Background: an optimization exercise with open tools, aiming at small area and a short achievable clock period. Do not read the settings as production practice.
Function was checked by simulation only, so behaviour that the tests miss may differ from the original.
The flow treats the clock pin as an ideal source, which a real chip does not have.
Power is estimated from default activity; no workload was simulated.

## v12
Design fp_mult, start of the top module:
module fp_mult(
input logic [31:0]    dataA,
input logic [31:0]    dataB,
input logic clock,
output logic [31:0]   result
);
Settings: LEC_CHECK=0, CAP_MARGIN=50, CORE_MARGIN=2, CORE_UTILIZATION=40, HOLD_SLACK_MARGIN=0.1, SETUP_SLACK_MARGIN=5, SLEW_MARGIN=60, SYNTH_HIERARCHICAL=1; clock period 9.0 ns.
standard.sh (not shown) runs the stock make flow with config.mk's settings and CLKGATE_MAP_FILE= SYNTH_SCRIPT=/design/flow/synth_recipe.tcl, a recipe that flattens the netlist after the stock synthesis.
==> flow/flow/run.sh <==
#!/bin/bash
set -o pipefail
export BUFFER_PORTS_ARGS="-buffer_cell sky130_fd_sc_hd__buf_2"
export POST_CTS_TCL="$PWD/flow/skew.tcl"
export SKEW_CELL="${SKEW_CELL:-sky130_fd_sc_hd__clkdlybuf4s25_1}"
export SKEW_BUF="${SKEW_BUF:-sky130_fd_sc_hd__clkbuf_8}"
bash standard.sh > standard.log 2>&1
==> flow/flow/skew.tcl <==
set block [ord::get_db_block]
set db [ord::get_db]
set dly_master [$db findMaster $::env(SKEW_CELL)]
set buf_master [$db findMaster $::env(SKEW_BUF)]
set late {^(r2_|cl\$|s2\$|nan2\$|inf2\$|zero2\$|er2\\?\[|result\\?\[)}
set groups [dict create]
foreach inst [$block getInsts] {
  if {![regexp $late [$inst getName]]} continue
  set it [$inst findITerm CLK]
  if {$it eq "NULL" || $it eq ""} continue
  set net [$it getNet]
  dict lappend groups [$net getName] $it
}
set k 0
set moved 0
dict for {netname iterms} $groups {
  set net [$block findNet $netname]
  set mid_net [odb::dbNet_create $block "clk_late_mid_$k"]
  $mid_net setSigType CLOCK
  set late_net [odb::dbNet_create $block "clk_late_$k"]
  $late_net setSigType CLOCK
  set dly [odb::dbInst_create $block $dly_master "clk_late_dly_$k"]
  [$dly findITerm A] connect $net
  [$dly findITerm X] connect $mid_net
  set buf [odb::dbInst_create $block $buf_master "clk_late_buf_$k"]
  [$buf findITerm A] connect $mid_net
  [$buf findITerm X] connect $late_net
  set sx 0; set sy 0
  foreach it $iterms {
    $it disconnect
    $it connect $late_net
    set loc [[$it getInst] getLocation]
    set sx [expr {$sx + [lindex $loc 0]}]
    set sy [expr {$sy + [lindex $loc 1]}]
  }
  set n [llength $iterms]
  incr moved $n
  $dly setLocation [expr {$sx / $n}] [expr {$sy / $n}]
  $dly setPlacementStatus PLACED
  $buf setLocation [expr {$sx / $n}] [expr {$sy / $n}]
  $buf setPlacementStatus PLACED
  incr k
}
puts "skew: $moved registers on $k leaf nets moved behind $::env(SKEW_CELL) and $::env(SKEW_BUF)"
detailed_placement
check_placement -verbose
estimate_parasitics -placement
report_clock_skew
v12 went all the way through synthesis, placement and routing and the layout is clean on timing, DRC and antenna.
Input changes introduced in v6 (baseline for comparison: v12):
==> flow/flow/run.sh <==
#!/bin/bash
set -o pipefail
export BUFFER_PORTS_ARGS="-buffer_cell sky130_fd_sc_hd__buf_2"
export POST_CTS_TCL="$PWD/flow/skew.tcl"
export SKEW_R2="${SKEW_R2:-sky130_fd_sc_hd__clkdlybuf4s18_1 sky130_fd_sc_hd__clkdlybuf4s15_1 sky130_fd_sc_hd__clkbuf_8}"
export SKEW_R3="${SKEW_R3:-sky130_fd_sc_hd__clkdlybuf4s15_1 sky130_fd_sc_hd__clkbuf_8}"
bash standard.sh > standard.log 2>&1
==> flow/flow/skew.tcl <==
set block [ord::get_db_block]
set db [ord::get_db]
set rank2 {^r2_(1[7-9]|2[0-9]|3[0-7])_}
set rank3 {^(r2_|cl\$|s2\$|nan2\$|inf2\$|zero2\$|er2\\?\[|result\\?\[)}
set groups [dict create]
foreach inst [$block getInsts] {
  set nm [$inst getName]
  if {[regexp $rank2 $nm]} {
    set r 2
  } elseif {[regexp $rank3 $nm]} {
    set r 3
  } else {
    continue
  }
  set it [$inst findITerm CLK]
  if {$it eq "NULL" || $it eq ""} continue
  dict lappend groups "$r [[$it getNet] getName]" $it
}
set k 0
set moved 0
dict for {key iterms} $groups {
  lassign $key r netname
  set net [$block findNet $netname]
  set sx 0; set sy 0
  foreach it $iterms {
    set loc [[$it getInst] getLocation]
    set sx [expr {$sx + [lindex $loc 0]}]
    set sy [expr {$sy + [lindex $loc 1]}]
  }
  set n [llength $iterms]
  set x [expr {$sx / $n}]
  set y [expr {$sy / $n}]
  set j 0
  foreach cell $::env(SKEW_R$r) {
    set out [odb::dbNet_create $block "clk_skew_net_${k}_$j"]
    $out setSigType CLOCK
    set c [odb::dbInst_create $block [$db findMaster $cell] "clk_skew_${k}_$j"]
    [$c findITerm A] connect $net
    [$c findITerm X] connect $out
    $c setLocation $x $y
    $c setPlacementStatus PLACED
    set net $out
    incr j
  }
  foreach it $iterms {
    $it disconnect
    $it connect $net
  }
  incr moved $n
  incr k
}
puts "skew: $moved registers in $k groups; rank 2 behind $::env(SKEW_R2); rank 3 behind $::env(SKEW_R3)"
detailed_placement
check_placement -verbose
estimate_parasitics -placement
report_clock_skew
Findings:
Number of fillers in the final layout: v6 vs v12 — no meaningful difference. v12 -> v6: initial DRC count increased by a few percent. From v12 to v6 the numbers moved as follows: count of cells along the worst hold path -1; share of post-route cells with drive strength above 1 ~0 delta.
## Diff of input files: v20 against v6
# v6
export LEC_CHECK = 0
export CAP_MARGIN = 50
export CORE_MARGIN = 2
export CORE_UTILIZATION = 40
export HOLD_SLACK_MARGIN = 0.1
export SETUP_SLACK_MARGIN = 5
export SLEW_MARGIN = 60
export SYNTH_HIERARCHICAL = 1
create_clock -name core_clock -period 9.0 [get_ports {clock}]
# v20
export LEC_CHECK = 0
export CAP_MARGIN = 50
export CORE_MARGIN = 2
export CORE_UTILIZATION = 60
export HOLD_SLACK_MARGIN = 0.1
export SETUP_SLACK_MARGIN = 5
export SLEW_MARGIN = 60
export SYNTH_HIERARCHICAL = 1
create_clock -name core_clock -period 9.0 [get_ports {clock}]
==> flow/flow/run.sh <==
#!/bin/bash
set -o pipefail
export BUFFER_PORTS_ARGS="-buffer_cell sky130_fd_sc_hd__buf_2"
export POST_CTS_TCL="$PWD/flow/skew.tcl"
export SKEW_CELL="${SKEW_CELL:-sky130_fd_sc_hd__clkdlybuf4s25_1}"
export SKEW_BUF="${SKEW_BUF:-sky130_fd_sc_hd__clkbuf_8}"
bash standard.sh > standard.log 2>&1
==> flow/flow/skew.tcl <==
set block [ord::get_db_block]
set db [ord::get_db]
set dly_master [$db findMaster $::env(SKEW_CELL)]
set buf_master [$db findMaster $::env(SKEW_BUF)]
set late {^(r2_|cl\$|s2\$|nan2\$|inf2\$|zero2\$|er2\\?\[|result\\?\[)}
set groups [dict create]
foreach inst [$block getInsts] {
  if {![regexp $late [$inst getName]]} continue
  set it [$inst findITerm CLK]
  if {$it eq "NULL" || $it eq ""} continue
  set net [$it getNet]
  dict lappend groups [$net getName] $it
}
set k 0
set moved 0
dict for {netname iterms} $groups {
  set net [$block findNet $netname]
  set mid_net [odb::dbNet_create $block "clk_late_mid_$k"]
  $mid_net setSigType CLOCK
  set late_net [odb::dbNet_create $block "clk_late_$k"]
  $late_net setSigType CLOCK
  set dly [odb::dbInst_create $block $dly_master "clk_late_dly_$k"]
  [$dly findITerm A] connect $net
  [$dly findITerm X] connect $mid_net
  set buf [odb::dbInst_create $block $buf_master "clk_late_buf_$k"]
  [$buf findITerm A] connect $mid_net
  [$buf findITerm X] connect $late_net
  set sx 0; set sy 0
  foreach it $iterms {
    $it disconnect
    $it connect $late_net
    set loc [[$it getInst] getLocation]
    set sx [expr {$sx + [lindex $loc 0]}]
    set sy [expr {$sy + [lindex $loc 1]}]
  }
  set n [llength $iterms]
  incr moved $n
  $dly setLocation [expr {$sx / $n}] [expr {$sy / $n}]
  $dly setPlacementStatus PLACED
  $buf setLocation [expr {$sx / $n}] [expr {$sy / $n}]
  $buf setPlacementStatus PLACED
  incr k
}
puts "skew: $moved registers on $k leaf nets moved behind $::env(SKEW_CELL) and $::env(SKEW_BUF)"
detailed_placement
check_placement -verbose
estimate_parasitics -placement
report_clock_skew
==> notes.md <==
- The final reports for v20 and v6 show total number of vias lower in the former.
- Total power ended up 0.19 mW lower on v20 than on v6.
- Per the comparison of v20 with v6, relative area change from synthesis to final layout saw a decrease, count of filler cells inserted in the layout saw a decrease.
- Area: v20 vs v6 -> v20 smaller
- The clock network power consumption of v20 falls short of that of v6 by about 8%.
- Going from v6 to v20, the static leakage power was found to have gone down by about 1.1%.
- Count of inserted antenna diode cells came out exactly the same in v20 and v6.
- v20 vs v6 — met1 demand-to-capacity share in global routing rose 16 points.
- v20 ends up with a worst setup margin that is 260 ps lower than in v6.
- v6 ended up with more cell instances than v20 did.
Setup changes, v20 to v29
# v20
export LEC_CHECK = 0
export CAP_MARGIN = 50
export CORE_MARGIN = 2
export CORE_UTILIZATION = 60
export HOLD_SLACK_MARGIN = 0.1
export SETUP_SLACK_MARGIN = 5
export SLEW_MARGIN = 60
export SYNTH_HIERARCHICAL = 1
create_clock -name core_clock -period 9.0 [get_ports {clock}]
# v29
export LEC_CHECK = 0
export CAP_MARGIN = 50
export CORE_MARGIN = 2
export CORE_UTILIZATION = 40
export HOLD_SLACK_MARGIN = 0.1
export SETUP_SLACK_MARGIN = 5
export SLEW_MARGIN = 60
export SYNTH_HIERARCHICAL = 1
create_clock -name core_clock -period 9.0 [get_ports {clock}]
==> flow/flow/run.sh <==
#!/bin/bash
set -o pipefail
export BUFFER_PORTS_ARGS="-buffer_cell sky130_fd_sc_hd__buf_2"
export POST_CTS_TCL="$PWD/flow/skew.tcl"
export SKEW_R2="${SKEW_R2:-sky130_fd_sc_hd__clkdlybuf4s18_1 sky130_fd_sc_hd__clkdlybuf4s15_1 sky130_fd_sc_hd__clkbuf_8}"
export SKEW_R3="${SKEW_R3:-sky130_fd_sc_hd__clkdlybuf4s15_1 sky130_fd_sc_hd__clkbuf_8}"
bash standard.sh > standard.log 2>&1
==> flow/flow/skew.tcl <==
set block [ord::get_db_block]
set db [ord::get_db]
set rank2 {^(r2_|cl\$|s2\$|nan2\$|inf2\$|zero2\$|er2\\?\[)}
set rank3 {^result\\?\[}
set groups [dict create]
foreach inst [$block getInsts] {
  set nm [$inst getName]
  if {[regexp $rank2 $nm]} {
    set r 2
  } elseif {[regexp $rank3 $nm]} {
    set r 3
  } else {
    continue
  }
  set it [$inst findITerm CLK]
  if {$it eq "NULL" || $it eq ""} continue
  dict lappend groups "$r [[$it getNet] getName]" $it
}
set k 0
set moved 0
dict for {key iterms} $groups {
  lassign $key r netname
  set net [$block findNet $netname]
  set sx 0; set sy 0
  foreach it $iterms {
    set loc [[$it getInst] getLocation]
    set sx [expr {$sx + [lindex $loc 0]}]
    set sy [expr {$sy + [lindex $loc 1]}]
  }
  set n [llength $iterms]
  set x [expr {$sx / $n}]
  set y [expr {$sy / $n}]
  set j 0
  foreach cell $::env(SKEW_R$r) {
    set out [odb::dbNet_create $block "clk_skew_net_${k}_$j"]
    $out setSigType CLOCK
    set c [odb::dbInst_create $block [$db findMaster $cell] "clk_skew_${k}_$j"]
    [$c findITerm A] connect $net
    [$c findITerm X] connect $out
    $c setLocation $x $y
    $c setPlacementStatus PLACED
    set net $out
    incr j
  }
  foreach it $iterms {
    $it disconnect
    $it connect $net
  }
  incr moved $n
  incr k
}
puts "skew: $moved registers in $k groups; rank 2 behind $::env(SKEW_R2); rank 3 behind $::env(SKEW_R3)"
detailed_placement
check_placement -verbose
estimate_parasitics -placement
report_clock_skew
## What came out
Delta (v29 minus v20): die area up about 50%, clock period minus worst slack fell 38 ps, global-route usage shrank by 11 points. v29: PASS, flow complete, no timing, DRC or antenna violations.
The inputs of v13 differ from those of v29 as listed below.
# v29
export LEC_CHECK = 0
export CAP_MARGIN = 50
export CORE_MARGIN = 2
export CORE_UTILIZATION = 40
export HOLD_SLACK_MARGIN = 0.1
export SETUP_SLACK_MARGIN = 5
export SLEW_MARGIN = 60
export SYNTH_HIERARCHICAL = 1
create_clock -name core_clock -period 9.0 [get_ports {clock}]
# v13
export LEC_CHECK = 0
export CAP_MARGIN = 50
export CORE_MARGIN = 2
export CORE_UTILIZATION = 40
export SETUP_SLACK_MARGIN = 5
export SLEW_MARGIN = 60
export SYNTH_HIERARCHICAL = 1
create_clock -name core_clock -period 9.0 [get_ports {clock}]
==> flow/flow/run.sh <==
#!/bin/bash
set -o pipefail
export BUFFER_PORTS_ARGS="-buffer_cell sky130_fd_sc_hd__buf_2"
export PRE_CTS_TCL="$PWD/flow/skew.tcl"
export SKEW_CELL="sky130_fd_sc_hd__clkdlybuf4s25_1"
bash standard.sh > standard.log 2>&1
==> flow/flow/skew.tcl <==
set block [ord::get_db_block]
set db [ord::get_db]
set clk_net [$block findNet clock]
set dly_master [$db findMaster $::env(SKEW_CELL)]
set late_net [odb::dbNet_create $block clk_late]
$late_net setSigType CLOCK
set dly [odb::dbInst_create $block $dly_master clk_late_dly]
[$dly findITerm A] connect $clk_net
[$dly findITerm X] connect $late_net
set n 0
set sx 0
set sy 0
foreach inst [$block getInsts] {
  set nm [$inst getName]
  if {![regexp {^(r2_|cl\$|s2\$|nan2\$|inf2\$|zero2\$|er2\[|result\[)} $nm]} continue
  set it [$inst findITerm CLK]
  if {$it eq "NULL" || $it eq ""} continue
  $it disconnect
  $it connect $late_net
  set loc [$inst getLocation]
  incr sx [lindex $loc 0]
  incr sy [lindex $loc 1]
  incr n
}
puts "skew: $n registers moved to clk_late"
$dly setLocation [expr {$sx / $n}] [expr {$sy / $n}]
$dly setPlacementStatus PLACED
Findings:
- Delta (v13 minus v29): number of filler cells placed in the layout now larger, count of buffer and inverter cells on the critical path now smaller, total power comparable, leakage power summed over all cells now smaller, amount of wire on met2 after detailed routing now smaller.
- On post-synthesis to final-layout area growth: v13 sits below v29.
The inputs of v19 differ from those of v13 as listed below.
# v13
export LEC_CHECK = 0
export CAP_MARGIN = 50
export CORE_MARGIN = 2
export CORE_UTILIZATION = 40
export SETUP_SLACK_MARGIN = 5
export SLEW_MARGIN = 60
export SYNTH_HIERARCHICAL = 1
create_clock -name core_clock -period 9.0 [get_ports {clock}]
# v19
export LEC_CHECK = 0
export CAP_MARGIN = 50
export CORE_MARGIN = 2
export CORE_UTILIZATION = 40
export HOLD_SLACK_MARGIN = 0.1
export PLACE_DENSITY = 0.75
export SETUP_SLACK_MARGIN = 5
export SLEW_MARGIN = 60
export SYNTH_HIERARCHICAL = 1
create_clock -name core_clock -period 9.0 [get_ports {clock}]
==> flow/flow/run.sh <==
#!/bin/bash
set -o pipefail
export BUFFER_PORTS_ARGS="-buffer_cell sky130_fd_sc_hd__buf_2"
export POST_CTS_TCL="$PWD/flow/skew.tcl"
export SKEW_CELL="${SKEW_CELL:-sky130_fd_sc_hd__clkdlybuf4s25_1}"
export SKEW_BUF="${SKEW_BUF:-sky130_fd_sc_hd__clkbuf_8}"
bash standard.sh > standard.log 2>&1
==> flow/flow/skew.tcl <==
set block [ord::get_db_block]
set db [ord::get_db]
set dly_master [$db findMaster $::env(SKEW_CELL)]
set buf_master [$db findMaster $::env(SKEW_BUF)]
set late {^(r2_|cl\$|s2\$|nan2\$|inf2\$|zero2\$|er2\\?\[|result\\?\[)}
set groups [dict create]
foreach inst [$block getInsts] {
  if {![regexp $late [$inst getName]]} continue
  set it [$inst findITerm CLK]
  if {$it eq "NULL" || $it eq ""} continue
  set net [$it getNet]
  dict lappend groups [$net getName] $it
}
set k 0
set moved 0
dict for {netname iterms} $groups {
  set net [$block findNet $netname]
  set mid_net [odb::dbNet_create $block "clk_late_mid_$k"]
  $mid_net setSigType CLOCK
  set late_net [odb::dbNet_create $block "clk_late_$k"]
  $late_net setSigType CLOCK
  set dly [odb::dbInst_create $block $dly_master "clk_late_dly_$k"]
  [$dly findITerm A] connect $net
  [$dly findITerm X] connect $mid_net
  set buf [odb::dbInst_create $block $buf_master "clk_late_buf_$k"]
  [$buf findITerm A] connect $mid_net
  [$buf findITerm X] connect $late_net
  set sx 0; set sy 0
  foreach it $iterms {
    $it disconnect
    $it connect $late_net
    set loc [[$it getInst] getLocation]
    set sx [expr {$sx + [lindex $loc 0]}]
    set sy [expr {$sy + [lindex $loc 1]}]
  }
  set n [llength $iterms]
  incr moved $n
  $dly setLocation [expr {$sx / $n}] [expr {$sy / $n}]
  $dly setPlacementStatus PLACED
  $buf setLocation [expr {$sx / $n}] [expr {$sy / $n}]
  $buf setPlacementStatus PLACED
  incr k
}
puts "skew: $moved registers on $k leaf nets moved behind $::env(SKEW_CELL) and $::env(SKEW_BUF)"
detailed_placement
check_placement -verbose
estimate_parasitics -placement
report_clock_skew
Notes after the runs:
v13 and v19 all finish clean.
Sequential share of layout area was higher in the run labelled v19.
| clock latency of the later-clocked register in the worst-skew pair | v19 vs v13 | 80 ps lower |
Comparing the two runs side by side, v19 comes out ahead of v13 on final period demand of the worst path.
The run showing the greater setup slack is v19.
The share of the core filled with cells in the final layout in v19 sits 0.30 points below the value recorded for v13.

-- static timing again, ports no longer ideal --
The results above use ideal ports. As a check the final layouts listed here were re-extracted and re-timed, cells and wires unchanged. Step 1, drivers: a clkbuf_16 drives clock and a buf_2 each remaining input, both assumed. Step 2, shift: input delay + t, output delay - t, t = (earliest + latest rising clock arrival at the registers) / 2. This alone moves slack from input paths to output paths. Three values: no drivers, after step 1, after step 2; two values: the first two.
| run | t (ns) | slack for setup (ns) | hold slack, ns | clock arrival spread, ns | worst register clock-pin slew, ns | pins driven straight from the clock port |
|---|---|---|---|---|---|---|
| v12 | 0.746 | 5.778 / 5.732 / 5.778 | 0.111 / 0.111 / 0.111 | 0.460 / 0.460 | 0.10 / 0.10 | 1 |
| v6 | 0.804 | 5.862 / 5.808 / 5.877 | 0.085 / 0.085 / 0.085 | 0.571 / 0.572 | 0.10 / 0.10 | 1 |
| v20 | 0.705 | 5.605 / 5.605 / 5.605 | 0.091 / 0.091 / 0.091 | 0.450 / 0.450 | 0.09 / 0.09 | 1 |
| v29 | 0.799 | 5.642 / 5.642 / 5.642 | 0.113 / 0.113 / 0.113 | 0.567 / 0.567 | 0.10 / 0.10 | 1 |
| v13 | 0.952 | 5.389 / 5.389 / 5.389 | 0.349 / 0.349 / 0.349 | 0.128 / 0.128 | 0.07 / 0.07 | 2 |
| v19 | 0.704 | 5.673 / 5.673 / 5.673 | 0.111 / 0.111 / 0.111 | 0.454 / 0.454 | 0.11 / 0.11 | 1 |
In 5 of these runs the clock reaches the registers at very different times; t lies between them, and the last value is a rough guide only.
